This design comes from an exercise in tuning for small area and a short achievable clock period on the open sky130 flow, not from production work.
Function was not checked in any run shown here: the RTL went through the layout flow alone.
Power and IR drop assume default switching activity.

===== flow/design.v =====
module ProgramCounter (
    input wire clk,
    input wire rst,
    input wire load,              
    input wire inc,               
    input wire [15:0] pc_in,
    output reg [15:0] pc_out
);
    always @(posedge clk or posedge rst) begin
        if (rst)
            pc_out <= 16'd0;
        else if (load)
            pc_out <= pc_in;
        else if (inc)
            pc_out <= pc_out + 16'd1;
    end
endmodule
module InstructionRegister (
    input wire clk,
    input wire rst,
    input wire load,
    input wire [15:0] instr_in,
    output reg [15:0] instr_out
);
    always @(posedge clk or posedge rst) begin
        if (rst)
            instr_out <= 16'd0;
        else if (load)
            instr_out <= instr_in;
    end
endmodule
module RfReadBit (
    input wire [7:1] sel,
    input wire [7:1] bits,
    output wire out
);
    wire g0, g1;
    Aoi222 u0 (.a0(sel[1]), .b0(bits[1]), .a1(sel[2]), .b1(bits[2]), .a2(sel[3]), .b2(bits[3]), .y(g0));
    Aoi222 u1 (.a0(sel[4]), .b0(bits[4]), .a1(sel[5]), .b1(bits[5]), .a2(sel[6]), .b2(bits[6]), .y(g1));
    assign out = ~(g0 & g1 & ~(sel[7] & bits[7]));
endmodule
module RegisterFile (
    input wire clk,
    input wire we,
    input wire [2:0] raddr,
    input wire [2:0] waddr,
    input wire [15:0] wdata,
    input wire [2:0] reg_select,
    output wire [15:0] rdata,
    output wire [15:0] reg_data_selected
);
    reg [15:0] regs [1:7];
    wire [15:0] regs_d [1:7];
    wire [7:0] wsel = {8{we}} & (8'd1 << waddr);
    wire [7:0] rsel = 8'd1 << raddr;
    wire [7:0] dsel = 8'd1 << reg_select;
    genvar w, b;
    generate
        for (w = 1; w < 8; w = w + 1) begin : word
            wire hold = ~wsel[w];
            for (b = 0; b < 16; b = b + 1) begin : bit_
                HoldMux hm (.ld(wsel[w]), .hold(hold), .d(wdata[b]), .q(regs[w][b]), .y(regs_d[w][b]));
            end
        end
        for (b = 0; b < 16; b = b + 1) begin : rbit
            wire [7:1] col;
            for (w = 1; w < 8; w = w + 1) begin : c
                assign col[w] = regs[w][b];
            end
            RfReadBit ra (.sel(rsel[7:1]), .bits(col), .out(rdata[b]));
            RfReadBit rd (.sel(dsel[7:1]), .bits(col), .out(reg_data_selected[b]));
        end
    endgenerate
    integer k;
    always @(posedge clk) begin
        for (k = 1; k < 8; k = k + 1)
            regs[k] <= regs_d[k];
    end
endmodule
module HoldMux (
    input wire ld,
    input wire hold,
    input wire d,
    input wire q,
    output wire y
);
    assign y = (ld & d) | (hold & q);
endmodule
module Aoi222 (
    input wire a0, b0, a1, b1, a2, b2,
    output wire y
);
    assign y = ~((a0 & b0) | (a1 & b1) | (a2 & b2));
endmodule
module Decode6 (
    input wire [5:0] a,
    input wire en,
    output wire [63:0] sel
);
    wire [7:0] lo = {8{en}} & (8'd1 << a[2:0]);
    wire [7:0] hi = 8'd1 << a[5:3];
    genvar k;
    generate
        for (k = 0; k < 64; k = k + 1) begin : g
            assign sel[k] = lo[k % 8] & hi[k / 8];
        end
    endgenerate
endmodule
module RamReadBit (
    input wire [63:0] sel,
    input wire [63:0] bits,
    output wire out
);
    wire [20:0] g;
    genvar i;
    generate
        for (i = 0; i < 21; i = i + 1) begin : t
            Aoi222 u (.a0(sel[3*i]), .b0(bits[3*i]), .a1(sel[3*i+1]), .b1(bits[3*i+1]),
                      .a2(sel[3*i+2]), .b2(bits[3*i+2]), .y(g[i]));
        end
    endgenerate
    assign out = ~(&g) | (sel[63] & bits[63]);
endmodule
module SimpleRAM (
    input wire clk,
    input wire we,
    input wire [5:0] addr,
    input wire [15:0] din,
    input wire prog_we,
    input wire [5:0] prog_addr,
    input wire [15:0] prog_data,
    output wire [15:0] dout
);
    reg [15:0] mem [0:63];
    wire [15:0] mem_d [0:63];
    reg [5:0] raddr;
    wire [5:0] waddr = prog_we ? prog_addr : addr;
    wire [15:0] wdata = prog_we ? prog_data : din;
    wire [63:0] wsel, rsel;
    Decode6 wdec (.a(waddr), .en(prog_we | we), .sel(wsel));
    Decode6 rdec (.a(raddr), .en(1'b1), .sel(rsel));
    genvar w, b;
    generate
        for (w = 0; w < 64; w = w + 1) begin : word
            wire hold = ~wsel[w];
            for (b = 0; b < 16; b = b + 1) begin : bit_
                HoldMux hm (.ld(wsel[w]), .hold(hold), .d(wdata[b]), .q(mem[w][b]), .y(mem_d[w][b]));
            end
        end
        for (b = 0; b < 16; b = b + 1) begin : rbit
            wire [63:0] col;
            for (w = 0; w < 64; w = w + 1) begin : c
                assign col[w] = mem[w][b];
            end
            RamReadBit rb (.sel(rsel), .bits(col), .out(dout[b]));
        end
    endgenerate
    integer k;
    always @(posedge clk) begin
        for (k = 0; k < 64; k = k + 1)
            mem[k] <= mem_d[k];
        raddr <= addr;
    end
endmodule
module SharedMultiplier (
    input wire [15:0] a,
    input wire [15:0] b,
    output wire [21:0] p
);
    wire pp_0_0 = a[0] & b[0];
    wire pp_0_1 = a[1] & b[0];
    wire pp_0_2 = a[2] & b[0];
    wire pp_0_3 = a[3] & b[0];
    wire pp_0_4 = a[4] & b[0];
    wire pp_0_5 = a[5] & b[0];
    wire pp_0_6 = a[6] & b[0];
    wire pp_0_7 = a[7] & b[0];
    wire pp_0_8 = a[8] & b[0];
    wire pp_0_9 = a[9] & b[0];
    wire pp_0_10 = a[10] & b[0];
    wire pp_0_11 = a[11] & b[0];
    wire pp_0_12 = a[12] & b[0];
    wire pp_0_13 = a[13] & b[0];
    wire pp_0_14 = a[14] & b[0];
    wire pp_0_15 = a[15] & b[0];
    wire pp_1_0 = a[0] & b[1];
    wire pp_1_1 = a[1] & b[1];
    wire pp_1_2 = a[2] & b[1];
    wire pp_1_3 = a[3] & b[1];
    wire pp_1_4 = a[4] & b[1];
    wire pp_1_5 = a[5] & b[1];
    wire pp_1_6 = a[6] & b[1];
    wire pp_1_7 = a[7] & b[1];
    wire pp_1_8 = a[8] & b[1];
    wire pp_1_9 = a[9] & b[1];
    wire pp_1_10 = a[10] & b[1];
    wire pp_1_11 = a[11] & b[1];
    wire pp_1_12 = a[12] & b[1];
    wire pp_1_13 = a[13] & b[1];
    wire pp_1_14 = a[14] & b[1];
    wire pp_2_0 = a[0] & b[2];
    wire pp_2_1 = a[1] & b[2];
    wire pp_2_2 = a[2] & b[2];
    wire pp_2_3 = a[3] & b[2];
    wire pp_2_4 = a[4] & b[2];
    wire pp_2_5 = a[5] & b[2];
    wire pp_2_6 = a[6] & b[2];
    wire pp_2_7 = a[7] & b[2];
    wire pp_2_8 = a[8] & b[2];
    wire pp_2_9 = a[9] & b[2];
    wire pp_2_10 = a[10] & b[2];
    wire pp_2_11 = a[11] & b[2];
    wire pp_2_12 = a[12] & b[2];
    wire pp_2_13 = a[13] & b[2];
    wire pp_3_0 = a[0] & b[3];
    wire pp_3_1 = a[1] & b[3];
    wire pp_3_2 = a[2] & b[3];
    wire pp_3_3 = a[3] & b[3];
    wire pp_3_4 = a[4] & b[3];
    wire pp_3_5 = a[5] & b[3];
    wire pp_3_6 = a[6] & b[3];
    wire pp_3_7 = a[7] & b[3];
    wire pp_3_8 = a[8] & b[3];
    wire pp_3_9 = a[9] & b[3];
    wire pp_3_10 = a[10] & b[3];
    wire pp_3_11 = a[11] & b[3];
    wire pp_3_12 = a[12] & b[3];
    wire pp_4_0 = a[0] & b[4];
    wire pp_4_1 = a[1] & b[4];
    wire pp_4_2 = a[2] & b[4];
    wire pp_4_3 = a[3] & b[4];
    wire pp_4_4 = a[4] & b[4];
    wire pp_4_5 = a[5] & b[4];
    wire pp_4_6 = a[6] & b[4];
    wire pp_4_7 = a[7] & b[4];
    wire pp_4_8 = a[8] & b[4];
    wire pp_4_9 = a[9] & b[4];
    wire pp_4_10 = a[10] & b[4];
    wire pp_4_11 = a[11] & b[4];
    wire pp_5_0 = a[0] & b[5];
    wire pp_5_1 = a[1] & b[5];
    wire pp_5_2 = a[2] & b[5];
    wire pp_5_3 = a[3] & b[5];
    wire pp_5_4 = a[4] & b[5];
    wire pp_5_5 = a[5] & b[5];
    wire pp_5_6 = a[6] & b[5];
    wire pp_5_7 = a[7] & b[5];
    wire pp_5_8 = a[8] & b[5];
    wire pp_5_9 = a[9] & b[5];
    wire pp_5_10 = a[10] & b[5];
    wire pp_6_0 = a[0] & b[6];
    wire pp_6_1 = a[1] & b[6];
    wire pp_6_2 = a[2] & b[6];
    wire pp_6_3 = a[3] & b[6];
    wire pp_6_4 = a[4] & b[6];
    wire pp_6_5 = a[5] & b[6];
    wire pp_6_6 = a[6] & b[6];
    wire pp_6_7 = a[7] & b[6];
    wire pp_6_8 = a[8] & b[6];
    wire pp_6_9 = a[9] & b[6];
    wire pp_6_10 = a[10] & b[6];
    wire pp_7_0 = a[0] & b[7];
    wire pp_7_1 = a[1] & b[7];
    wire pp_7_2 = a[2] & b[7];
    wire pp_7_3 = a[3] & b[7];
    wire pp_7_4 = a[4] & b[7];
    wire pp_7_5 = a[5] & b[7];
    wire pp_7_6 = a[6] & b[7];
    wire pp_7_7 = a[7] & b[7];
    wire pp_7_8 = a[8] & b[7];
    wire pp_7_9 = a[9] & b[7];
    wire pp_7_10 = a[10] & b[7];
    wire pp_8_0 = a[0] & b[8];
    wire pp_8_1 = a[1] & b[8];
    wire pp_8_2 = a[2] & b[8];
    wire pp_8_3 = a[3] & b[8];
    wire pp_8_4 = a[4] & b[8];
    wire pp_8_5 = a[5] & b[8];
    wire pp_8_6 = a[6] & b[8];
    wire pp_8_7 = a[7] & b[8];
    wire pp_8_8 = a[8] & b[8];
    wire pp_8_9 = a[9] & b[8];
    wire pp_8_10 = a[10] & b[8];
    wire pp_9_0 = a[0] & b[9];
    wire pp_9_1 = a[1] & b[9];
    wire pp_9_2 = a[2] & b[9];
    wire pp_9_3 = a[3] & b[9];
    wire pp_9_4 = a[4] & b[9];
    wire pp_9_5 = a[5] & b[9];
    wire pp_9_6 = a[6] & b[9];
    wire pp_9_7 = a[7] & b[9];
    wire pp_9_8 = a[8] & b[9];
    wire pp_9_9 = a[9] & b[9];
    wire pp_9_10 = a[10] & b[9];
    wire pp_10_0 = a[0] & b[10];
    wire pp_10_1 = a[1] & b[10];
    wire pp_10_2 = a[2] & b[10];
    wire pp_10_3 = a[3] & b[10];
    wire pp_10_4 = a[4] & b[10];
    wire pp_10_5 = a[5] & b[10];
    wire pp_10_6 = a[6] & b[10];
    wire pp_10_7 = a[7] & b[10];
    wire pp_10_8 = a[8] & b[10];
    wire pp_10_9 = a[9] & b[10];
    wire pp_10_10 = a[10] & b[10];
    wire pp_11_0 = a[0] & b[11];
    wire pp_11_1 = a[1] & b[11];
    wire pp_11_2 = a[2] & b[11];
    wire pp_11_3 = a[3] & b[11];
    wire pp_11_4 = a[4] & b[11];
    wire pp_12_0 = a[0] & b[12];
    wire pp_12_1 = a[1] & b[12];
    wire pp_12_2 = a[2] & b[12];
    wire pp_12_3 = a[3] & b[12];
    wire pp_13_0 = a[0] & b[13];
    wire pp_13_1 = a[1] & b[13];
    wire pp_13_2 = a[2] & b[13];
    wire pp_14_0 = a[0] & b[14];
    wire pp_14_1 = a[1] & b[14];
    wire pp_15_0 = a[0] & b[15];
    wire s1, c2;
    HalfAdd ha2 (.a(pp_0_13), .b(pp_1_12), .s(s1), .co(c2));
    wire s3, c4;
    FullAdd fa4 (.a(pp_0_14), .b(pp_1_13), .ci(pp_2_12), .s(s3), .co(c4));
    wire s5, c6;
    HalfAdd ha6 (.a(pp_3_11), .b(pp_4_10), .s(s5), .co(c6));
    wire s7, c8;
    FullAdd fa8 (.a(pp_0_15), .b(pp_1_14), .ci(pp_2_13), .s(s7), .co(c8));
    wire s9, c10;
    FullAdd fa10 (.a(pp_3_12), .b(pp_4_11), .ci(pp_5_10), .s(s9), .co(c10));
    wire s11, c12;
    HalfAdd ha12 (.a(pp_6_9), .b(pp_7_8), .s(s11), .co(c12));
    wire s13, c14;
    HalfAdd ha14 (.a(pp_0_9), .b(pp_1_8), .s(s13), .co(c14));
    wire s15, c16;
    FullAdd fa16 (.a(pp_0_10), .b(pp_1_9), .ci(pp_2_8), .s(s15), .co(c16));
    wire s17, c18;
    HalfAdd ha18 (.a(pp_3_7), .b(pp_4_6), .s(s17), .co(c18));
    wire s19, c20;
    FullAdd fa20 (.a(pp_0_11), .b(pp_1_10), .ci(pp_2_9), .s(s19), .co(c20));
    wire s21, c22;
    FullAdd fa22 (.a(pp_3_8), .b(pp_4_7), .ci(pp_5_6), .s(s21), .co(c22));
    wire s23, c24;
    HalfAdd ha24 (.a(pp_6_5), .b(pp_7_4), .s(s23), .co(c24));
    wire s25, c26;
    FullAdd fa26 (.a(pp_0_12), .b(pp_1_11), .ci(pp_2_10), .s(s25), .co(c26));
    wire s27, c28;
    FullAdd fa28 (.a(pp_3_9), .b(pp_4_8), .ci(pp_5_7), .s(s27), .co(c28));
    wire s29, c30;
    FullAdd fa30 (.a(pp_6_6), .b(pp_7_5), .ci(pp_8_4), .s(s29), .co(c30));
    wire s31, c32;
    HalfAdd ha32 (.a(pp_9_3), .b(pp_10_2), .s(s31), .co(c32));
    wire s33, c34;
    FullAdd fa34 (.a(s1), .b(pp_2_11), .ci(pp_3_10), .s(s33), .co(c34));
    wire s35, c36;
    FullAdd fa36 (.a(pp_4_9), .b(pp_5_8), .ci(pp_6_7), .s(s35), .co(c36));
    wire s37, c38;
    FullAdd fa38 (.a(pp_7_6), .b(pp_8_5), .ci(pp_9_4), .s(s37), .co(c38));
    wire s39, c40;
    FullAdd fa40 (.a(pp_10_3), .b(pp_11_2), .ci(pp_12_1), .s(s39), .co(c40));
    wire s41, c42;
    FullAdd fa42 (.a(c2), .b(s3), .ci(s5), .s(s41), .co(c42));
    wire s43, c44;
    FullAdd fa44 (.a(pp_5_9), .b(pp_6_8), .ci(pp_7_7), .s(s43), .co(c44));
    wire s45, c46;
    FullAdd fa46 (.a(pp_8_6), .b(pp_9_5), .ci(pp_10_4), .s(s45), .co(c46));
    wire s47, c48;
    FullAdd fa48 (.a(pp_11_3), .b(pp_12_2), .ci(pp_13_1), .s(s47), .co(c48));
    wire s49, c50;
    FullAdd fa50 (.a(c4), .b(c6), .ci(s7), .s(s49), .co(c50));
    wire s51, c52;
    FullAdd fa52 (.a(s9), .b(s11), .ci(pp_8_7), .s(s51), .co(c52));
    wire s53, c54;
    FullAdd fa54 (.a(pp_9_6), .b(pp_10_5), .ci(pp_11_4), .s(s53), .co(c54));
    wire s55, c56;
    FullAdd fa56 (.a(pp_12_3), .b(pp_13_2), .ci(pp_14_1), .s(s55), .co(c56));
    wire s57, c58;
    FullAdd fa58 (.a(c8), .b(c10), .ci(c12), .s(s57), .co(c58));
    wire s59, c60;
    HalfAdd ha60 (.a(pp_6_10), .b(pp_7_9), .s(s59), .co(c60));
    wire s61, c62;
    HalfAdd ha62 (.a(pp_0_6), .b(pp_1_5), .s(s61), .co(c62));
    wire s63, c64;
    FullAdd fa64 (.a(pp_0_7), .b(pp_1_6), .ci(pp_2_5), .s(s63), .co(c64));
    wire s65, c66;
    HalfAdd ha66 (.a(pp_3_4), .b(pp_4_3), .s(s65), .co(c66));
    wire s67, c68;
    FullAdd fa68 (.a(pp_0_8), .b(pp_1_7), .ci(pp_2_6), .s(s67), .co(c68));
    wire s69, c70;
    FullAdd fa70 (.a(pp_3_5), .b(pp_4_4), .ci(pp_5_3), .s(s69), .co(c70));
    wire s71, c72;
    HalfAdd ha72 (.a(pp_6_2), .b(pp_7_1), .s(s71), .co(c72));
    wire s73, c74;
    FullAdd fa74 (.a(s13), .b(pp_2_7), .ci(pp_3_6), .s(s73), .co(c74));
    wire s75, c76;
    FullAdd fa76 (.a(pp_4_5), .b(pp_5_4), .ci(pp_6_3), .s(s75), .co(c76));
    wire s77, c78;
    FullAdd fa78 (.a(pp_7_2), .b(pp_8_1), .ci(pp_9_0), .s(s77), .co(c78));
    wire s79, c80;
    FullAdd fa80 (.a(c14), .b(s15), .ci(s17), .s(s79), .co(c80));
    wire s81, c82;
    FullAdd fa82 (.a(pp_5_5), .b(pp_6_4), .ci(pp_7_3), .s(s81), .co(c82));
    wire s83, c84;
    FullAdd fa84 (.a(pp_8_2), .b(pp_9_1), .ci(pp_10_0), .s(s83), .co(c84));
    wire s85, c86;
    FullAdd fa86 (.a(c16), .b(c18), .ci(s19), .s(s85), .co(c86));
    wire s87, c88;
    FullAdd fa88 (.a(s21), .b(s23), .ci(pp_8_3), .s(s87), .co(c88));
    wire s89, c90;
    FullAdd fa90 (.a(pp_9_2), .b(pp_10_1), .ci(pp_11_0), .s(s89), .co(c90));
    wire s91, c92;
    FullAdd fa92 (.a(c20), .b(c22), .ci(c24), .s(s91), .co(c92));
    wire s93, c94;
    FullAdd fa94 (.a(s25), .b(s27), .ci(s29), .s(s93), .co(c94));
    wire s95, c96;
    FullAdd fa96 (.a(s31), .b(pp_11_1), .ci(pp_12_0), .s(s95), .co(c96));
    wire s97, c98;
    FullAdd fa98 (.a(c26), .b(c28), .ci(c30), .s(s97), .co(c98));
    wire s99, c100;
    FullAdd fa100 (.a(c32), .b(s33), .ci(s35), .s(s99), .co(c100));
    wire s101, c102;
    FullAdd fa102 (.a(s37), .b(s39), .ci(pp_13_0), .s(s101), .co(c102));
    wire s103, c104;
    FullAdd fa104 (.a(c34), .b(c36), .ci(c38), .s(s103), .co(c104));
    wire s105, c106;
    FullAdd fa106 (.a(c40), .b(s41), .ci(s43), .s(s105), .co(c106));
    wire s107, c108;
    FullAdd fa108 (.a(s45), .b(s47), .ci(pp_14_0), .s(s107), .co(c108));
    wire s109, c110;
    FullAdd fa110 (.a(c42), .b(c44), .ci(c46), .s(s109), .co(c110));
    wire s111, c112;
    FullAdd fa112 (.a(c48), .b(s49), .ci(s51), .s(s111), .co(c112));
    wire s113, c114;
    FullAdd fa114 (.a(s53), .b(s55), .ci(pp_15_0), .s(s113), .co(c114));
    wire s115, c116;
    FullAdd fa116 (.a(c50), .b(c52), .ci(c54), .s(s115), .co(c116));
    wire s117, c118;
    FullAdd fa118 (.a(c56), .b(s57), .ci(s59), .s(s117), .co(c118));
    wire s119, c120;
    FullAdd fa120 (.a(pp_8_8), .b(pp_9_7), .ci(pp_10_6), .s(s119), .co(c120));
    wire s121, c122;
    FullAdd fa122 (.a(c58), .b(c60), .ci(pp_7_10), .s(s121), .co(c122));
    wire s123, c124;
    HalfAdd ha124 (.a(pp_8_9), .b(pp_9_8), .s(s123), .co(c124));
    wire s125, c126;
    HalfAdd ha126 (.a(pp_0_4), .b(pp_1_3), .s(s125), .co(c126));
    wire s127, c128;
    FullAdd fa128 (.a(pp_0_5), .b(pp_1_4), .ci(pp_2_3), .s(s127), .co(c128));
    wire s129, c130;
    HalfAdd ha130 (.a(pp_3_2), .b(pp_4_1), .s(s129), .co(c130));
    wire s131, c132;
    FullAdd fa132 (.a(s61), .b(pp_2_4), .ci(pp_3_3), .s(s131), .co(c132));
    wire s133, c134;
    FullAdd fa134 (.a(pp_4_2), .b(pp_5_1), .ci(pp_6_0), .s(s133), .co(c134));
    wire s135, c136;
    FullAdd fa136 (.a(c62), .b(s63), .ci(s65), .s(s135), .co(c136));
    wire s137, c138;
    FullAdd fa138 (.a(pp_5_2), .b(pp_6_1), .ci(pp_7_0), .s(s137), .co(c138));
    wire s139, c140;
    FullAdd fa140 (.a(c64), .b(c66), .ci(s67), .s(s139), .co(c140));
    wire s141, c142;
    FullAdd fa142 (.a(s69), .b(s71), .ci(pp_8_0), .s(s141), .co(c142));
    wire s143, c144;
    FullAdd fa144 (.a(c68), .b(c70), .ci(c72), .s(s143), .co(c144));
    wire s145, c146;
    FullAdd fa146 (.a(s73), .b(s75), .ci(s77), .s(s145), .co(c146));
    wire s147, c148;
    FullAdd fa148 (.a(c74), .b(c76), .ci(c78), .s(s147), .co(c148));
    wire s149, c150;
    FullAdd fa150 (.a(s79), .b(s81), .ci(s83), .s(s149), .co(c150));
    wire s151, c152;
    FullAdd fa152 (.a(c80), .b(c82), .ci(c84), .s(s151), .co(c152));
    wire s153, c154;
    FullAdd fa154 (.a(s85), .b(s87), .ci(s89), .s(s153), .co(c154));
    wire s155, c156;
    FullAdd fa156 (.a(c86), .b(c88), .ci(c90), .s(s155), .co(c156));
    wire s157, c158;
    FullAdd fa158 (.a(s91), .b(s93), .ci(s95), .s(s157), .co(c158));
    wire s159, c160;
    FullAdd fa160 (.a(c92), .b(c94), .ci(c96), .s(s159), .co(c160));
    wire s161, c162;
    FullAdd fa162 (.a(s97), .b(s99), .ci(s101), .s(s161), .co(c162));
    wire s163, c164;
    FullAdd fa164 (.a(c98), .b(c100), .ci(c102), .s(s163), .co(c164));
    wire s165, c166;
    FullAdd fa166 (.a(s103), .b(s105), .ci(s107), .s(s165), .co(c166));
    wire s167, c168;
    FullAdd fa168 (.a(c104), .b(c106), .ci(c108), .s(s167), .co(c168));
    wire s169, c170;
    FullAdd fa170 (.a(s109), .b(s111), .ci(s113), .s(s169), .co(c170));
    wire s171, c172;
    FullAdd fa172 (.a(c110), .b(c112), .ci(c114), .s(s171), .co(c172));
    wire s173, c174;
    FullAdd fa174 (.a(s115), .b(s117), .ci(s119), .s(s173), .co(c174));
    wire s175, c176;
    FullAdd fa176 (.a(c116), .b(c118), .ci(c120), .s(s175), .co(c176));
    wire s177, c178;
    FullAdd fa178 (.a(s121), .b(s123), .ci(pp_10_7), .s(s177), .co(c178));
    wire s179, c180;
    FullAdd fa180 (.a(c122), .b(c124), .ci(pp_8_10), .s(s179), .co(c180));
    wire s181, c182;
    HalfAdd ha182 (.a(pp_9_9), .b(pp_10_8), .s(s181), .co(c182));
    wire s183, c184;
    HalfAdd ha184 (.a(pp_0_3), .b(pp_1_2), .s(s183), .co(c184));
    wire s185, c186;
    FullAdd fa186 (.a(s125), .b(pp_2_2), .ci(pp_3_1), .s(s185), .co(c186));
    wire s187, c188;
    FullAdd fa188 (.a(c126), .b(s127), .ci(s129), .s(s187), .co(c188));
    wire s189, c190;
    FullAdd fa190 (.a(c128), .b(c130), .ci(s131), .s(s189), .co(c190));
    wire s191, c192;
    FullAdd fa192 (.a(c132), .b(c134), .ci(s135), .s(s191), .co(c192));
    wire s193, c194;
    FullAdd fa194 (.a(c136), .b(c138), .ci(s139), .s(s193), .co(c194));
    wire s195, c196;
    FullAdd fa196 (.a(c140), .b(c142), .ci(s143), .s(s195), .co(c196));
    wire s197, c198;
    FullAdd fa198 (.a(c144), .b(c146), .ci(s147), .s(s197), .co(c198));
    wire s199, c200;
    FullAdd fa200 (.a(c148), .b(c150), .ci(s151), .s(s199), .co(c200));
    wire s201, c202;
    FullAdd fa202 (.a(c152), .b(c154), .ci(s155), .s(s201), .co(c202));
    wire s203, c204;
    FullAdd fa204 (.a(c156), .b(c158), .ci(s159), .s(s203), .co(c204));
    wire s205, c206;
    FullAdd fa206 (.a(c160), .b(c162), .ci(s163), .s(s205), .co(c206));
    wire s207, c208;
    FullAdd fa208 (.a(c164), .b(c166), .ci(s167), .s(s207), .co(c208));
    wire s209, c210;
    FullAdd fa210 (.a(c168), .b(c170), .ci(s171), .s(s209), .co(c210));
    wire s211, c212;
    FullAdd fa212 (.a(c172), .b(c174), .ci(s175), .s(s211), .co(c212));
    wire s213, c214;
    FullAdd fa214 (.a(c176), .b(c178), .ci(s179), .s(s213), .co(c214));
    wire s215, c216;
    FullAdd fa216 (.a(c180), .b(c182), .ci(pp_9_10), .s(s215), .co(c216));
    wire s217, c218;
    HalfAdd ha218 (.a(pp_0_2), .b(pp_1_1), .s(s217), .co(c218));
    wire s219, c220;
    FullAdd fa220 (.a(s183), .b(pp_2_1), .ci(pp_3_0), .s(s219), .co(c220));
    wire s221, c222;
    FullAdd fa222 (.a(c184), .b(s185), .ci(pp_4_0), .s(s221), .co(c222));
    wire s223, c224;
    FullAdd fa224 (.a(c186), .b(s187), .ci(pp_5_0), .s(s223), .co(c224));
    wire s225, c226;
    FullAdd fa226 (.a(c188), .b(s189), .ci(s133), .s(s225), .co(c226));
    wire s227, c228;
    FullAdd fa228 (.a(c190), .b(s191), .ci(s137), .s(s227), .co(c228));
    wire s229, c230;
    FullAdd fa230 (.a(c192), .b(s193), .ci(s141), .s(s229), .co(c230));
    wire s231, c232;
    FullAdd fa232 (.a(c194), .b(s195), .ci(s145), .s(s231), .co(c232));
    wire s233, c234;
    FullAdd fa234 (.a(c196), .b(s197), .ci(s149), .s(s233), .co(c234));
    wire s235, c236;
    FullAdd fa236 (.a(c198), .b(s199), .ci(s153), .s(s235), .co(c236));
    wire s237, c238;
    FullAdd fa238 (.a(c200), .b(s201), .ci(s157), .s(s237), .co(c238));
    wire s239, c240;
    FullAdd fa240 (.a(c202), .b(s203), .ci(s161), .s(s239), .co(c240));
    wire s241, c242;
    FullAdd fa242 (.a(c204), .b(s205), .ci(s165), .s(s241), .co(c242));
    wire s243, c244;
    FullAdd fa244 (.a(c206), .b(s207), .ci(s169), .s(s243), .co(c244));
    wire s245, c246;
    FullAdd fa246 (.a(c208), .b(s209), .ci(s173), .s(s245), .co(c246));
    wire s247, c248;
    FullAdd fa248 (.a(c210), .b(s211), .ci(s177), .s(s247), .co(c248));
    wire s249, c250;
    FullAdd fa250 (.a(c212), .b(s213), .ci(s181), .s(s249), .co(c250));
    wire s251, c252;
    FullAdd fa252 (.a(c214), .b(s215), .ci(pp_10_9), .s(s251), .co(c252));
    wire s253, c254;
    HalfAdd ha254 (.a(c216), .b(pp_10_10), .s(s253), .co(c254));
    assign p[0] = pp_0_0;
    wire r255;
    HalfAdd ha255 (.a(pp_0_1), .b(pp_1_0), .s(p[1]), .co(r255));
    wire r256;
    FullAdd fa256 (.a(s217), .b(pp_2_0), .ci(r255), .s(p[2]), .co(r256));
    wire r257;
    FullAdd fa257 (.a(c218), .b(s219), .ci(r256), .s(p[3]), .co(r257));
    wire r258;
    FullAdd fa258 (.a(c220), .b(s221), .ci(r257), .s(p[4]), .co(r258));
    wire r259;
    FullAdd fa259 (.a(c222), .b(s223), .ci(r258), .s(p[5]), .co(r259));
    wire r260;
    FullAdd fa260 (.a(c224), .b(s225), .ci(r259), .s(p[6]), .co(r260));
    wire r261;
    FullAdd fa261 (.a(c226), .b(s227), .ci(r260), .s(p[7]), .co(r261));
    wire r262;
    FullAdd fa262 (.a(c228), .b(s229), .ci(r261), .s(p[8]), .co(r262));
    wire r263;
    FullAdd fa263 (.a(c230), .b(s231), .ci(r262), .s(p[9]), .co(r263));
    wire r264;
    FullAdd fa264 (.a(c232), .b(s233), .ci(r263), .s(p[10]), .co(r264));
    wire r265;
    FullAdd fa265 (.a(c234), .b(s235), .ci(r264), .s(p[11]), .co(r265));
    wire r266;
    FullAdd fa266 (.a(c236), .b(s237), .ci(r265), .s(p[12]), .co(r266));
    wire r267;
    FullAdd fa267 (.a(c238), .b(s239), .ci(r266), .s(p[13]), .co(r267));
    wire r268;
    FullAdd fa268 (.a(c240), .b(s241), .ci(r267), .s(p[14]), .co(r268));
    wire r269;
    FullAdd fa269 (.a(c242), .b(s243), .ci(r268), .s(p[15]), .co(r269));
    wire r270;
    FullAdd fa270 (.a(c244), .b(s245), .ci(r269), .s(p[16]), .co(r270));
    wire r271;
    FullAdd fa271 (.a(c246), .b(s247), .ci(r270), .s(p[17]), .co(r271));
    wire r272;
    FullAdd fa272 (.a(c248), .b(s249), .ci(r271), .s(p[18]), .co(r272));
    wire r273;
    FullAdd fa273 (.a(c250), .b(s251), .ci(r272), .s(p[19]), .co(r273));
    wire r274;
    FullAdd fa274 (.a(c252), .b(s253), .ci(r273), .s(p[20]), .co(r274));
    wire r275;
    HalfAdd ha275 (.a(c254), .b(r274), .s(p[21]), .co(r275));
endmodule
module FullAdd (
    input wire a,
    input wire b,
    input wire ci,
    output wire s,
    output wire co
);
    assign s = a ^ b ^ ci;
    assign co = (a & b) | (a & ci) | (b & ci);
endmodule
module HalfAdd (
    input wire a,
    input wire b,
    output wire s,
    output wire co
);
    assign s = a ^ b;
    assign co = a & b;
endmodule
module IntegerALU (
    input wire [15:0] op1,
    input wire [15:0] op2,
    input wire [2:0] shamt,
    input wire sub,
    input wire sra,
    output wire [15:0] sum,
    output wire [15:0] and_r,
    output wire [15:0] or_r,
    output wire [15:0] xor_r,
    output wire [15:0] shr
);
    assign sum = sub ? op1 - op2 : op1 + op2;
    assign and_r = op1 & op2;
    assign or_r = op1 | op2;
    assign xor_r = op1 ^ op2;
    wire signed [16:0] shr_in = {sra & op1[15], op1};
    wire signed [16:0] shr_out = shr_in >>> shamt;
    assign shr = shr_out[15:0];
endmodule
module FloatingPointALU (
    input wire [15:0] op1,
    input wire [15:0] op2,
    input wire [21:0] mant_mul,    
    output wire [15:0] fadd,
    output wire [15:0] fmul
);
    wire s1 = op1[15];
    wire s2 = op2[15];
    wire big1 = (op1[14:0] >= op2[14:0]);
    wire [4:0] eb = big1 ? op1[14:10] : op2[14:10];
    wire [4:0] es = big1 ? op2[14:10] : op1[14:10];
    wire [10:0] mb = {1'b1, big1 ? op1[9:0] : op2[9:0]};
    wire [10:0] ms = {1'b1, big1 ? op2[9:0] : op1[9:0]};
    wire [4:0] d = eb - es;
    wire [10:0] msh = ms >> d;
    wire same = (s1 == s2);
    wire [11:0] calc = same ? {1'b0, mb} + {1'b0, msh} : {1'b0, mb} - {1'b0, msh};
    wire ovf = same & calc[11];
    wire [10:0] x0 = ovf ? calc[11:1] : calc[10:0];
    wire [4:0] er = eb + {4'd0, ovf};
    wire er_zero = (er == 5'd0);
    wire x_zero = (x0 == 11'd0);
    wire [4:0] e0 = er - 5'd1;
    wire c8 = (x0[10:3] == 8'd0) && (e0 >= 5'd8);
    wire [10:0] x1 = c8 ? {x0[2:0], 8'd0} : x0;
    wire [4:0] e1 = c8 ? e0 - 5'd8 : e0;
    wire c4 = (x1[10:7] == 4'd0) && (e1 >= 5'd4);
    wire [10:0] x2 = c4 ? {x1[6:0], 4'd0} : x1;
    wire [4:0] e2 = c4 ? e1 - 5'd4 : e1;
    wire c2 = (x2[10:9] == 2'd0) && (e2 >= 5'd2);
    wire [10:0] x3 = c2 ? {x2[8:0], 2'd0} : x2;
    wire [4:0] e3 = c2 ? e2 - 5'd2 : e2;
    wire c1 = (x3[10] == 1'b0) && (e3 >= 5'd1);
    wire [10:0] x4 = c1 ? {x3[9:0], 1'b0} : x3;
    wire [4:0] e4 = c1 ? e3 - 5'd1 : e3;
    wire [9:0] fadd_m = er_zero ? x0[10:1] : x4[9:0];
    wire [4:0] fadd_e = (er_zero || x_zero) ? 5'd0 : e4;
    assign fadd = {big1 ? s1 : s2, fadd_e, fadd_m};
    wire top = mant_mul[21];
    wire [4:0] fmul_e = op1[14:10] + op2[14:10] + 5'd17 + {4'd0, top};
    wire [9:0] fmul_m = top ? mant_mul[20:11] : mant_mul[19:10];
    assign fmul = {s1 ^ s2, fmul_e, fmul_m};
endmodule
module ControlUnit (
    input wire clk,
    input wire rst,
    input wire [3:0] opcode,
    output wire st_fetch,
    output wire st_decode,
    output wire st_exmem,      
    output wire st_wb,
    output wire st_branch
);
    localparam FETCH   = 3'b000,
               DECODE  = 3'b001,
               EXECUTE = 3'b011,
               MEM     = 3'b010,
               WB      = 3'b110,
               BRANCH  = 3'b100;
    reg [2:0] state;
    reg [2:0] next_state;
    wire op_branch = (opcode == 4'b1010) || (opcode == 4'b1110) || (opcode == 4'b1111);
    wire op_mem = (opcode == 4'b1100) || (opcode == 4'b1101);
    always @(posedge clk or posedge rst) begin
        if (rst)
            state <= FETCH;
        else
            state <= next_state;
    end
    always @(*) begin
        case (state)
            FETCH:   next_state = DECODE;
            DECODE:  next_state = op_branch ? BRANCH : EXECUTE;
            EXECUTE: next_state = op_mem ? MEM : WB;
            MEM:     next_state = WB;
            default: next_state = FETCH;
        endcase
    end
    assign st_fetch  = (state == FETCH);
    assign st_decode = (state == DECODE);
    assign st_exmem  = (state == EXECUTE) || (state == MEM);
    assign st_wb     = (state == WB);
    assign st_branch = (state == BRANCH);
endmodule
module TopLevelCPU (
    input wire clk,
    input wire rst,
    input wire mode_run,          
    input wire step,              
    input wire [2:0] reg_select,  
    input wire prog_we,           
    input wire [5:0] prog_addr,
    input wire [15:0] prog_data,
    output wire [15:0] pc_out,
    output wire [15:0] instr_out,
    output wire [15:0] reg_debug
);
    wire [15:0] instr;
    wire [15:0] mem_out;
    wire [3:0] opcode = instr[15:12];
    wire [2:0] rd = instr[11:9];
    wire [2:0] rs = instr[8:6];
    wire [2:0] rt = instr[5:3];
    wire [2:0] imm = instr[2:0];
    wire st_fetch, st_decode, st_exmem, st_wb, st_branch;
    ControlUnit CU (
        .clk(clk),
        .rst(rst),
        .opcode(opcode),
        .st_fetch(st_fetch),
        .st_decode(st_decode),
        .st_exmem(st_exmem),
        .st_wb(st_wb),
        .st_branch(st_branch)
    );
    wire [15:0] rdata;
    wire [15:0] write_data;
    reg [15:0] op2;
    wire rf_we = st_wb && (opcode != 4'b1101);
    RegisterFile RF (
        .clk(clk),
        .we(rf_we),
        .raddr(st_decode ? rt : rs),
        .waddr(rd),
        .wdata(write_data),
        .reg_select(reg_select),
        .rdata(rdata),
        .reg_data_selected(reg_debug)
    );
    always @(posedge clk) begin
        if (st_decode)
            op2 <= rdata;
    end
    wire [15:0] op1 = rdata;
    wire [15:0] xor_r;
    wire equal = (xor_r == 16'd0);
    wire pc_load = st_branch && (!opcode[2] || (opcode[0] ? !equal : equal));
    ProgramCounter PC (
        .clk(clk),
        .rst(rst),
        .load(pc_load),
        .inc(st_fetch),
        .pc_in({4'b0000, instr[11:0]}),
        .pc_out(pc_out)
    );
    SimpleRAM RAM (
        .clk(clk),
        .we(st_exmem && opcode == 4'b1101),
        .addr(pc_out[5:0]),
        .din(op2),
        .prog_we(prog_we),
        .prog_addr(prog_addr),
        .prog_data(prog_data),
        .dout(mem_out)
    );
    InstructionRegister IR (
        .clk(clk),
        .rst(rst),
        .load(st_fetch),
        .instr_in(mem_out),
        .instr_out(instr)
    );
    wire op_fmul = (opcode == 4'b1011);
    wire op_sll = (opcode == 4'b0110);
    wire [15:0] mul_a = op_fmul ? {5'd0, 1'b1, op1[9:0]} : op1;
    wire [15:0] mul_b = op_fmul ? {5'd0, 1'b1, op2[9:0]} :
                        op_sll  ? {8'd0, 8'd1 << imm} : op2;
    wire [21:0] prod;
    SharedMultiplier MUL (
        .a(mul_a),
        .b(mul_b),
        .p(prod)
    );
    wire [15:0] sum, and_r, or_r, shr;
    IntegerALU ALU (
        .op1(op1),
        .op2(op2),
        .shamt(imm),
        .sub(opcode[0]),
        .sra(opcode[3]),
        .sum(sum),
        .and_r(and_r),
        .or_r(or_r),
        .xor_r(xor_r),
        .shr(shr)
    );
    wire [15:0] fadd, fmul;
    FloatingPointALU FPU (
        .op1(op1),
        .op2(op2),
        .mant_mul(prod),
        .fadd(fadd),
        .fmul(fmul)
    );
    reg [15:0] result;
    always @(*) begin
        case (opcode)
            4'b0000, 4'b0001: result = sum;
            4'b0010: result = and_r;
            4'b0011: result = or_r;
            4'b0100: result = xor_r;
            4'b0101, 4'b0110: result = prod[15:0];
            4'b0111, 4'b1000: result = shr;
            4'b1001: result = fadd;
            4'b1011: result = fmul;
            default: result = mem_out;
        endcase
    end
    assign write_data = result;
    assign instr_out = instr;
endmodule

===== flow/run.sh =====
#!/bin/bash
# synth_recipe.tcl (not shown) runs the flow's synth.tcl, then flattens the netlist and writes it again
# the make line also repeats each setting of config.mk as NAME=value (left out here)
make -C /OpenROAD-flow-scripts/flow DESIGN_CONFIG=/design/flow/config.mk WORK_HOME=/design/flow/orfs CLKGATE_MAP_FILE= SYNTH_SCRIPT=/design/flow/synth_recipe.tcl finish

===== flow/config.mk =====
export PLATFORM = sky130hd
export DESIGN_NAME = TopLevelCPU
export DESIGN_NICKNAME = TopLevelCPU
export VERILOG_FILES = /design/flow/design.v
export SDC_FILE = /design/flow/constraint.sdc
export NUM_CORES = 4
export LEC_CHECK = 0
export CAP_MARGIN = 20
export CORE_MARGIN = 2
export CORE_UTILIZATION = 40
export PLACE_DENSITY = 0.6
export SLEW_MARGIN = 20
export SYNTH_HIERARCHICAL = 1
export SYNTH_MINIMUM_KEEP_SIZE = 0

===== flow/constraint.sdc =====
create_clock -name core_clock -period 38.0 [get_ports {clk}]
set_input_delay 7.6000 -clock core_clock [delete_from_list [all_inputs] [get_ports {clk}]]
set_output_delay 7.6000 -clock core_clock [all_outputs]
set_load 0.01 [all_outputs]

==> notes.md, run 1 <==
Post-synth ARST share=2.93%; DRC Markers=0; Leak Pwr=25.4 nW; Post-Route WL=201000 µm; Worst Skew=0.0478 ns; initial antenna violation count=9; Synth Register Bits=1193; flop-to-flop setup slack=19.07 ns; outcome=complete, no violations; Vias=46500; Max-slew headroom=20.4%; worst reg2reg path depth=61; largest area contributor in the netlist=dfxtp_1; cell area after synthesis=54100 µm²; Die Footprint=138000 µm²; crit-path max FO=31; number of synthesized flops with an enable pin=16; clk slew on worst S/H paths=0.06 ns; final hold vios=0; VDD IR-drop max=0.0888 mV; Post-Place Cells=6786; CTS tree=yes; CP max-delay cell=o41ai_1; fmax=52.8 MHz; GRT Overall Usage=28.1%; largest net degree at the start of global routing=65; Die Span Y=372 µm; DRT Pass-1 Iters=10; Die X=372 µm; worst skew pair latency=0.76 ns; Hold Path Class=reg -> reg; Final min period=18.93 ns; post-CTS sizing=0; I/O Pins=78; CP most frequent cell=ha_1; final cell count without fillers=6998; Routed Antenna Nets=0; TritonCTS Buffers=115; hold path cells=1; top cell type's share of synthesized area=42.3%; Final Util=46.3%; synthesized area per cell=11.1 µm²; top area cells in the synthesized netlist=dfxtp_1, a22o_1, a222oi_1, fa_1, ha_1; RSZ-0062 raised after global routing=no; hold path start=RAM.mem[10][8]; final critical-path share of the clock period=49.8%; max-cap check violation count=0; RR Endpoint=RF.regs[6][11]; Buffers on Ports=75; WS Path Type=reg -> reg; Vias/cell=6.64; launch point of the worst reg-to-reg path=CU.state[2]; Worst Setup End Kind=register; data required time of the worst path=38.68 ns; setup TNS=0 ns; Routability Congestion=0.982; post-synthesis sequential area ratio=44.8%; hpwl dp=126000 µm; Rows=134; fin nets=5407; Initial Util=40.4%; First DRT Iteration DRCs=7232; post-synth cell types=114; vias in the first global route=44100; hold endpoint=RAM.mem[10][8]; P&R area growth vs syn=14.6%; YS warnings=16; layout cell share with drive strength beyond 1=10.4%; core area=134000 µm²; first-pass GRT wire length=296000 µm; worst path arrival time=19.62 ns; Final Setup Violations=0; ys flop type=dfxtp_1; Sink Count=1193; wire length per cell=28.7 µm; H-tree depth=3; Max Root-Sink Buffers=3; Slew @ Worst Pin=1.19 ns; grt ovf=0; clock root cell=clkbuf_16; Post-Syn Instances=4878; CTS Hold Buffers Added=0; Cell Pwr Density=102 nW/µm²; slowest stage delay, CP=0.83 ns; Post-CTS Setup Bufs=0; max-slew violations=0; element type at the critical path start=register
==> synthesized netlist by cell type (16+ instances only) <==
master / count
ha_1: 110
and2_1: 162
edfxtp_1: 16
mux2i_1: 53
mux2_2: 64
buf_6: 20
nand4_1: 83
xnor2_1: 55
a21oi_1: 73
a22o_1: 1143
clkbuf_1: 47
buf_2: 39
o21ai_0: 95
dfrtp_1: 35
a31oi_1: 20
buf_4: 16
a21o_1: 21
nand3_1: 81
nor3_1: 21
o211ai_1: 22
xor2_1: 21
nand2b_1: 20
fa_1: 131
a211oi_1: 21
nand2_1: 192
and3_1: 16
nor4_1: 23
a222oi_1: 401
inv_1: 167
nor2b_1: 31
nor2_1: 224
dfxtp_1: 1142
==> modules after synthesis, one instance, submodules excluded, excerpt <==
module | area (µm²) | copies in the design | cells inside
RamReadBit | 51.3 | 16 | 9
IntegerALU | 2100 | 1 | 302
RfReadBit | 8.76 | 32 | 2
FullAdd | 20.0 | 128 | 1
HalfAdd | 12.5 | 20 | 1
RegisterFile | 2540 | 1 | 144
HoldMux | 8.76 | 1136 | 1
SharedMultiplier | 1070 | 1 | 174
Decode6 | 457 | 2 | 95
==> registers in the layout, summed over array words and instances, names as in the netlist <==
register      cells
CU.state          3
IR.instr_out     16
PC.pc_out        16
RAM.mem        1024
RAM.raddr         6
RF.regs         112
op2              16
==> stage by stage <==
stage / area, µm² / power [W] / hold slack, ns / setup WS (ns)
after global routing: 62000 / 0.00669 / 0.480 / 17.77
after floorplan: 54100 / 0.00406 / 0.438 / 21.43
final: 62000 / 0.00634 / 0.469 / 19.07
after CTS: 62000 / 0.00628 / 0.472 / 19.17
after detailed placement: 57900 / 0.00503 / 0.451 / 19.25
after global placement: 57900 / 0.00498 / 0.451 / 19.03
==> kinds of logic (layout without fill, tap and decap cells) <==
logic type / count (synthesis) / count (layout) / synth area share [%]
other: 2 / 8 / 0.0139
muxes: 143 / 143 / 3.22
buffers and inverters: 303 / 649 / 2.63
and+or+nand+nor: 970 / 970 / 9.62
DFF: 1193 / 1193 / 44.8
xor gates and xnor gates: 76 / 76 / 1.23
adders and majority gates: 241 / 241 / 7.39
AOI/OAI and AO/OA: 1950 / 1950 / 31.1
==> layout by cell type, fill, tap and decap left out, types with 23 or more instances in the layout <==
cell,n
xnor2_1,55
clkdlybuf4s50_1,74
nand2_1,191
buf_4,195
nor4_1,23
fa_1,131
dfxtp_1,1142
clkbuf_16,119
mux2_2,48
nand3_1,81
mux2_4,28
a22o_1,1143
nand4_1,83
inv_1,167
nor2_1,223
and2_1,162
a222oi_1,401
mux2i_1,53
clkbuf_8,26
nor2b_1,30
dfrtp_1,32
o21ai_0,94
a21oi_1,73
ha_1,110
==> layer usage <==
layer | vias to the layer above | wire [µm] | track usage, %
met1 | 23300 | 87400 | 40.6
li1 | 20400 | - | -
met3 | 350 | 20700 | 5.66
met4 | 6 | 6760 | 9.74
met2 | 2405 | 85900 | 41.5
met5 | - | 32 | 0
==> critical path, delay by kind of cell, from the launching register on <==
kind / cells / cell delay [ns]
AOI/OAI and AO/OA: 26 / 7.26
xor gates and xnor gates: 2 / 0.51
adders and majority gates: 7 / 2.43
buffers and inverters: 5 / 1.65
DFF: 1 / 0.45
muxes: 3 / 1.02
and+or+nand+nor: 18 / 5.48
==> power breakdown <==
group          switching [W]  total (W)  internal [W]
Sequential          0.000276    0.00196       0.00168
Clock               0.000521    0.00124      0.000719
Combinational        0.00191    0.00314       0.00123
Total                0.00271    0.00634       0.00363
==> worst max path at each step <==
| stage | from | endpoint | cells past startpoint |
|---|---|---|---|
| finish | CU.state[2] | RF.regs[6][11] | 61 |
| global route | CU.state[2] | RF.regs[4][11] | 61 |
| CTS | CU.state[2] | RF.regs[6][11] | 61 |
| detailed placement | CU.state[2] | RF.regs[4][11] | 61 |
| global placement | CU.state[2] | RF.regs[3][11] | 62 |
| floorplan | reg_select[1] | reg_debug[0] | 3 |
==> final cells by class <==
cell class	instances	area, µm²
fill	12500	71800
tap	1768	2210
antenna	3	7.51
multi-input combinational	3385	28600
inverter	170	638
clock buffer	160	3390
clock inverter	48	694
timing repair buffer	271	2220
sequential	1193	24200
==> inputs of run 2 (changes only) <==
--- a/flow/design.v
+++ b/flow/design.v
@@ -785,13 +785,13 @@
         .rdata(rdata),
         .reg_data_selected(reg_debug)
     );
+    reg [15:0] op1;
     always @(posedge clk) begin
         if (st_decode)
             op2 <= rdata;
+        op1 <= rdata;
     end
-    wire [15:0] op1 = rdata;
-    wire [15:0] xor_r;
-    wire equal = (xor_r == 16'd0);
+    wire equal = (rdata == op2);
     wire pc_load = st_branch && (!opcode[2] || (opcode[0] ? !equal : equal));
     ProgramCounter PC (
         .clk(clk),
@@ -829,7 +829,7 @@
         .b(mul_b),
         .p(prod)
     );
-    wire [15:0] sum, and_r, or_r, shr;
+    wire [15:0] sum, and_r, or_r, xor_r, shr;
     IntegerALU ALU (
         .op1(op1),
         .op2(op2),
--- a/flow/config.mk
+++ b/flow/config.mk
@@ -7,8 +7,8 @@
 export LEC_CHECK = 0
 export CAP_MARGIN = 20
 export CORE_MARGIN = 2
-export CORE_UTILIZATION = 40
-export PLACE_DENSITY = 0.6
+export CORE_UTILIZATION = 60
+export PLACE_DENSITY = 0.7
 export SLEW_MARGIN = 20
 export SYNTH_HIERARCHICAL = 1
 export SYNTH_MINIMUM_KEEP_SIZE = 0
==> notes.md, run 2 <==
post-route cell area=61500 µm² (was 62000 µm²); final critical-path share of the clock period=46.3% (was 49.8%); Worst Skew=0.0664 ns (was 0.0478 ns); CTS tree=yes (unchanged); number of synthesized flops with an enable pin=16 (unchanged); synth cell count leaders=dfxtp_1, a22o_1, a222oi_1 (was a22o_1, dfxtp_1, a222oi_1); Slew @ Worst Pin=1.29 ns (was 1.19 ns); grt ovf=0 (unchanged); TritonCTS Buffers=118 (was 115); outcome=complete, no violations (unchanged); post-CTS sizing=0 (unchanged); dpl ws=20.47 ns (was 19.25 ns); Max-slew headroom=13.6% (was 20.4%); commonest non-fill, non-tap cell in the layout=dfxtp_1 (was a22o_1); Hold Path Class=reg -> reg (unchanged); H-tree depth=3 (unchanged); First DRT Iteration DRCs=7647 (was 7232); post-synth cell types=108 (was 114); Biggest register=RAM.mem (unchanged); synthesized area per cell=11.1 µm² (about the same); Max Root-Sink Buffers=3 (unchanged); top cell type's share of synthesized area=42.6% (was 42.3%); Cell Pwr Density=95.4 nW/µm² (was 102 nW/µm²); largest area contributor in the netlist=dfxtp_1 (unchanged); YS warnings=16 (unchanged); Buffers on Ports=75 (unchanged); RSZ-0062 raised after global routing=no (unchanged); wire length per cell=30.5 µm (was 28.7 µm); final hold vios=0 (unchanged); ys flop type=dfxtp_1 (unchanged); Filler Cells Inserted=6997 (was 12500); DRC Markers=0 (unchanged); post-route setup slack=20.40 ns (was 19.07 ns); Synth Register Bits=1209 (was 1193); Leak Pwr=25.4 nW (about the same); Post-CTS Setup Bufs=0 (unchanged); setup TNS=0 ns (unchanged); GRT Overall Usage=40.7% (was 28.1%); WS Path Type=in -> out (was reg -> reg); P&R area growth vs syn=13.1% (was 14.6%); Vias=47400 (was 46500); Rows=110 (was 134); post-synthesis sequential area ratio=45.1% (was 44.8%); clock root cell=clkbuf_16 (unchanged); clk slew on worst S/H paths=0.06 ns (about the same); vias in the first global route=44500 (was 44100); DRT Pass-1 Iters=9 (was 10); Post-Route WL=197000 µm (was 201000 µm); Area after DPL=57400 µm² (was 57900 µm²); core area=89900 µm² (was 134000 µm²); fin nets=5444 (was 5407); VDD IR-drop max=0.172 mV (was 0.0888 mV); initial antenna violation count=2 (was 9); hpwl dp=125000 µm (was 126000 µm); data required time of the worst path=30.40 ns (was 38.68 ns); Post-Syn Instances=4912 (was 4878); layout cell share with drive strength beyond 1=10.2% (was 10.4%); I/O Pins=78 (unchanged); largest net degree at the start of global routing=65 (unchanged); Routability Congestion=1.04 (was 0.982); commonest non-fill, non-tap cells in the layout=dfxtp_1, a22o_1, a222oi_1, nor2_1, nand2_1 (was a22o_1, dfxtp_1, a222oi_1, nor2_1, buf_4); element type at the critical path start=input port (was register); Final Setup Violations=0 (unchanged); Die Span Y=305 µm (was 372 µm); max-slew violations=0 (unchanged); Vias/cell=7.34 (was 6.64); Final min period=17.60 ns (was 18.93 ns); Post-synth ARST share=2.89% (was 2.93%); Die X=305 µm (was 372 µm); crit-path max FO=16 (was 31); fmax=56.8 MHz (was 52.8 MHz); worst skew pair latency=0.75 ns (was 0.76 ns); Largest regs=RAM.mem (1024), RF.regs (112) (unchanged); Routed Antenna Nets=0 (unchanged); Sink Count=1209 (was 1193); CTS Hold Buffers Added=0 (unchanged); Final Util=68.4% (was 46.3%); Initial Util=60.5% (was 40.4%); count leader, synth=dfxtp_1 (was a22o_1); Final Total Pwr=0.00586 W (was 0.00634 W); max reg flops=1024 (unchanged); Worst Setup End Kind=output port (was register); first-pass GRT wire length=289000 µm (was 296000 µm); max-cap check violation count=0 (unchanged); Die Footprint=93100 µm² (was 138000 µm²); top area cells in the synthesized netlist=dfxtp_1, a22o_1, a222oi_1, fa_1, ha_1 (unchanged); cell area after synthesis=54400 µm² (was 54100 µm²); worst path arrival time=10.00 ns (was 19.62 ns)
[run 2: per-module statistics from Yosys (local to each module, per instance)]
| module | area (µm²) | cells inside | times used | flip-flops and latches |
|---|---|---|---|---|
| SharedMultiplier | 1070 | 174 | 1 | 0 |
| HoldMux | 8.76 | 1 | 1136 | 0 |
| IntegerALU | 2100 | 302 | 1 | 0 |
| SimpleRAM | 21100 | 1120 | 1 | 1030 |
| RfReadBit | 8.76 | 2 | 32 | 0 |
| ProgramCounter | 917 | 101 | 1 | 16 |
| RamReadBit | 51.3 | 9 | 16 | 0 |
| TopLevelCPU | 2850 | 351 | 1 | 32 |
| HalfAdd | 12.5 | 1 | 20 | 0 |
| Decode6 | 457 | 95 | 2 | 0 |
| InstructionRegister | 653 | 35 | 1 | 16 |
| RegisterFile | 2540 | 144 | 1 | 112 |
| FloatingPointALU | 4160 | 586 | 1 | 0 |
| FullAdd | 20.0 | 1 | 128 | 0 |
| ControlUnit | 180 | 17 | 1 | 3 |
| Aoi222 | 10.0 | 1 | 400 | 0 |
[run 2: critical path: stages]
cell             delay [ns]
clkdlybuf4s50_1        0.60
and3b_1                0.80
a222oi_1               0.21
nand3_1                0.22
clkdlybuf4s50_1        0.57
[run 2: metrics by stage]
| step | std cells | hold slack (ns) |
|---|---|---|
| 3_5_place_dp | 6224 | 0.451 |
| 4_1_cts | 6443 | 0.472 |
| 5_1_grt | 6448 | 0.480 |
| 6_report | 6449 | 0.468 |
| 3_3_place_gp | 6224 | 0.450 |
| 2_1_floorplan | 4915 | 0.438 |
[run 2: cells by family after synthesis]
logic type | after synthesis | synth area share (%)
buffers and inverters | 300 | 2.57
XOR/XNOR | 92 | 1.48
multiplexers | 144 | 3.15
flip-flops | 1209 | 45.1
AND/OR/NAND/NOR | 979 | 9.50
adder cells (fa/ha/maj) | 241 | 7.35
other | 2 | 0.0138
AO/OA/AOI/OAI | 1945 | 30.8
[run 2: layer usage]
layer / share of wire (%) / vias up / GRT usage, %
met2: 42 / 3013 / 59.3
met4: 6.2 / 0 / 22.6
met3: 12 / 571 / 8.98
met1: 40 / 23300 / 56.0
li1: - / 20500 / -
met5: 0 / - / 0
[run 2: area by class of cell]
cell class | instances | area (µm²) | share of cell area, %
flip-flops and latches | 1209 | 24500 | 39.9
inverters | 171 | 642 | 1.04
diodes | 1 | 2.50 | 0.00407
repair buffers | 267 | 2220 | 3.61
well taps | 1176 | 1470 | 2.39
clock inverters | 47 | 502 | 0.816
clock buffers | 172 | 3470 | 5.64
multi-input cells | 3406 | 28600 | 46.6
[run 2: final timing paths]
check | from | to | slack, ns | cells after the start
setup / recovery | reg_select[0] | reg_debug[5] | 20.40 | 5
hold / removal | RAM.mem[36][2] | RAM.mem[36][2] | 0.47 | 1
setup reg to reg | op1[10] | RF.regs[3][14] | 21.89 | 56
hold reg to reg | RAM.mem[36][2] | RAM.mem[36][2] | 0.47 | 1
max in group asynchronous | rst | IR.instr_out[13] | 30.04 | 2
min in group asynchronous | rst | CU.state[1] | 7.16 | 2
[run 2: power breakdown]
part           switching [W]  leakage, nW  internal [W]
Sequential          0.000270         10.1       0.00170
Clock               0.000518         1.94      0.000669
Combinational        0.00165         13.3       0.00105
Total                0.00244         25.4       0.00342
==> inputs of run 3 (changes only) <==
--- a/flow/config.mk
+++ b/flow/config.mk
@@ -5,10 +5,11 @@
 export SDC_FILE = /design/flow/constraint.sdc
 export NUM_CORES = 4
 export LEC_CHECK = 0
-export CAP_MARGIN = 20
+export CAP_MARGIN = 0
 export CORE_MARGIN = 2
 export CORE_UTILIZATION = 60
+export CTS_BUF_LIST = sky130_fd_sc_hd__clkbuf_8
 export PLACE_DENSITY = 0.7
-export SLEW_MARGIN = 20
+export SLEW_MARGIN = 0
 export SYNTH_HIERARCHICAL = 1
 export SYNTH_MINIMUM_KEEP_SIZE = 0
==> notes.md, run 3 <==
H-tree depth=4 (was 3); Sink Count=1209 (unchanged); post-route setup slack=20.37 ns (was 20.40 ns); post-route cell area=61200 µm² (was 61500 µm²); top cell type's share of synthesized area=42.6% (unchanged); worst path arrival time=10.03 ns (was 10.00 ns); Final min period=17.63 ns (was 17.60 ns); hpwl dp=125000 µm (about the same); Post-synth ARST share=2.89% (unchanged); VDD IR-drop max=0.170 mV (was 0.172 mV); Routability Congestion=1.04 (unchanged); fin nets=5508 (was 5444); Vias=47700 (was 47400); max reg flops=1024 (unchanged); first-pass GRT wire length=290000 µm (was 289000 µm); wire length per cell=30.1 µm (was 30.5 µm); Routed Antenna Nets=0 (unchanged); clock root cell=clkbuf_8 (was clkbuf_16); post-synth cell types=108 (unchanged); element type at the critical path start=input port (unchanged); I/O Pins=78 (unchanged); DRC Markers=0 (unchanged); Largest regs=RAM.mem (1024), RF.regs (112) (unchanged); Worst Skew=0.0519 ns (was 0.0664 ns); largest area contributor in the netlist=dfxtp_1 (unchanged); synth cell count leaders=dfxtp_1, a22o_1, a222oi_1 (unchanged); P&R area growth vs syn=12.5% (was 13.1%); number of synthesized flops with an enable pin=16 (unchanged); Die Footprint=93100 µm² (unchanged); Cell Pwr Density=94.4 nW/µm² (was 95.4 nW/µm²); CTS tree=yes (unchanged); Vias/cell=7.27 (was 7.34); Hold Path Class=reg -> reg (unchanged); Filler Cells Inserted=7051 (was 6997); crit-path max FO=16 (unchanged); Max Root-Sink Buffers=3 (unchanged); Initial Util=60.5% (unchanged); Biggest register=RAM.mem (unchanged); ys flop type=dfxtp_1 (unchanged); Die X=305 µm (unchanged); final hold vios=0 (unchanged); Max-slew headroom=13.0% (was 13.6%); GRT Overall Usage=41.0% (was 40.7%); core area=89900 µm² (unchanged); count leader, synth=dfxtp_1 (unchanged); layout cell share with drive strength beyond 1=11.0% (was 10.2%); DRT Pass-1 Iters=10 (was 9); Leak Pwr=25.6 nW (was 25.4 nW); initial antenna violation count=5 (was 2); post-CTS sizing=0 (unchanged); Synth Register Bits=1209 (unchanged); top area cells in the synthesized netlist=dfxtp_1, a22o_1, a222oi_1, fa_1, ha_1 (unchanged); post-synthesis sequential area ratio=45.1% (unchanged); max-slew violations=0 (unchanged); First DRT Iteration DRCs=7305 (was 7647); fmax=56.7 MHz (was 56.8 MHz); Die Span Y=305 µm (unchanged); Buffers on Ports=75 (unchanged); commonest non-fill, non-tap cells in the layout=dfxtp_1, a22o_1, a222oi_1, clkbuf_8, nor2_1 (was dfxtp_1, a22o_1, a222oi_1, nor2_1, nand2_1); YS warnings=16 (unchanged); max-cap check violation count=0 (unchanged); RSZ-0062 raised after global routing=no (unchanged); WS Path Type=in -> out (unchanged); cell area after synthesis=54400 µm² (unchanged); grt ovf=0 (unchanged); worst skew pair latency=0.90 ns (was 0.75 ns); Post-Syn Instances=4912 (unchanged); final critical-path share of the clock period=46.4% (was 46.3%); clk slew on worst S/H paths=0.06 ns (about the same); synthesized area per cell=11.1 µm² (unchanged); Worst Setup End Kind=output port (unchanged); commonest non-fill, non-tap cell in the layout=dfxtp_1 (unchanged); dpl ws=20.47 ns (unchanged); Final Setup Violations=0 (unchanged); Post-CTS Setup Bufs=0 (unchanged); Area after DPL=57400 µm² (unchanged); data required time of the worst path=30.40 ns (about the same); outcome=complete, no violations (unchanged); CTS Hold Buffers Added=0 (unchanged); Slew @ Worst Pin=1.30 ns (was 1.29 ns); TritonCTS Buffers=187 (was 118); vias in the first global route=45100 (was 44500); Rows=110 (unchanged); Final Util=68.1% (was 68.4%); Post-Route WL=198000 µm (was 197000 µm); setup TNS=0 ns (unchanged); largest net degree at the start of global routing=65 (unchanged)
## run 3: cell types whose count changed in the layout (fill, tap and decap cells not counted), moves of 6 or more
cell and change:
clkbuf_8 +206, clkbuf_16 -118, inv_1 +60, clkbuf_1 -23, nor2_1 +11, nor2_2 -11
clkinv_2 -6
## run 3: path summary, 6_finish.rpt
path	startpoint	endpoint	slack (ns)	cells past startpoint
max in group asynchronous	rst	IR.instr_out[12]	30.20	2
worst min register to register	RAM.mem[27][15]	RAM.mem[27][15]	0.47	1
worst max-delay path	reg_select[1]	reg_debug[12]	20.37	5
worst min-delay path	RAM.mem[27][15]	RAM.mem[27][15]	0.47	1
worst max register to register	op1[10]	RF.regs[3][14]	21.57	56
min in group asynchronous	rst	CU.state[1]	7.03	2
## run 3: report_power, final
| part | switching [W] | internal [W] | leakage (nW) |
|---|---|---|---|
| clock network | 0.000529 | 0.000576 | 2.18 |
| registers | 0.000270 | 0.00170 | 10.1 |
| logic | 0.00165 | 0.00105 | 13.3 |
| total | 0.00245 | 0.00333 | 25.6 |
## run 3: modules after synthesis, one instance, submodules excluded, excerpt
module               cells inside  area [µm²]  copies in the design  flip-flops and latches
InstructionRegister            35         653                     1                      16
FullAdd                         1        20.0                   128                       0
HoldMux                         1        8.76                  1136                       0
SimpleRAM                    1120       21100                     1                    1030
RfReadBit                       2        8.76                    32                       0
FloatingPointALU              586        4160                     1                       0
RamReadBit                      9        51.3                    16                       0
HalfAdd                         1        12.5                    20                       0
Aoi222                          1        10.0                   400                       0
ControlUnit                    17         180                     1                       3
TopLevelCPU                   351        2850                     1                      32
RegisterFile                  144        2540                     1                     112
## run 3: logic make-up after synthesis
family | after synthesis | synth area share [%]
compound gates | 1945 | 30.8
xor+xnor | 92 | 1.48
fa+ha+maj | 241 | 7.35
buf+inv | 300 | 2.57
flops | 1209 | 45.1
mux | 144 | 3.15
other cells | 2 | 0.0138
simple gates | 979 | 9.50
## run 3: area by class of cell
class | count | area [µm²] | share of cell area [%]
Multi-Input combinational cell | 3406 | 28600 | 46.7
Sequential cell | 1209 | 24500 | 40.1
Clock buffer | 237 | 3260 | 5.33
Timing Repair Buffer | 262 | 2150 | 3.51
Tap cell | 1176 | 1470 | 2.40
Inverter | 171 | 642 | 1.05
Clock inverter | 91 | 523 | 0.854
Antenna cell | 5 | 12.5 | 0.0204
## run 3: worst max-delay path, cell delays in order
cell	delay, ns
clkdlybuf4s50_1	0.59
and3b_1	0.81
a222oi_1	0.22
nand3_1	0.23
clkdlybuf4s50_1	0.57
## run 3: per-stage QoR
stage	instances	hold slack (ns)	power [W]
finish	6557	0.468	0.00578
floorplan	4915	0.438	0.00375
detailed placement	6224	0.451	0.00459
CTS	6552	0.471	0.00569
global placement	6224	0.450	0.00454
global route	6554	0.480	0.00604
## run 3: metal layers
metal	GRT usage (%)	share of wire [%]	wire, µm
met3	10.6	12	23200
met4	23.2	6.1	12000
met2	59.5	42	84000
met5	0	0.030	60
met1	55.5	40	78400

static timing again, ports no longer ideal:
The results above use ideal ports. As a check the final layouts listed here were re-extracted and re-timed, cells and wires unchanged.
Step 1, drivers: a clkbuf_16 drives clk and a buf_2 each remaining input, both assumed.
Step 2 moves the port delays by t, midway between the first and last clock arrival at a register: inputs arrive t later, outputs are due t later. That takes back most of the time a late clock gives input paths.
Slacks: no drivers / after step 1 / after step 2; pairs: no drivers / after step 1.
run	t (ns)	setup WS [ns]	clock arrival spread, ns	slew at the worst register clock pin (ns)	worst slew at a driven data input, ns
run 1	0.806	19.066 / 19.066 / 19.066	0.049 / 0.049	0.07 / 0.07	0.12
run 2	0.791	20.399 / 20.375 / 20.375	0.067 / 0.067	0.07 / 0.07	0.04
run 3	0.945	20.370 / 20.343 / 20.343	0.052 / 0.052	0.07 / 0.07	0.05
After both steps setup and hold are still met in every run listed. For run 3, which loses most, drivers alone change the setup slack by -0.027 ns; drivers and shift together by -0.027 ns.
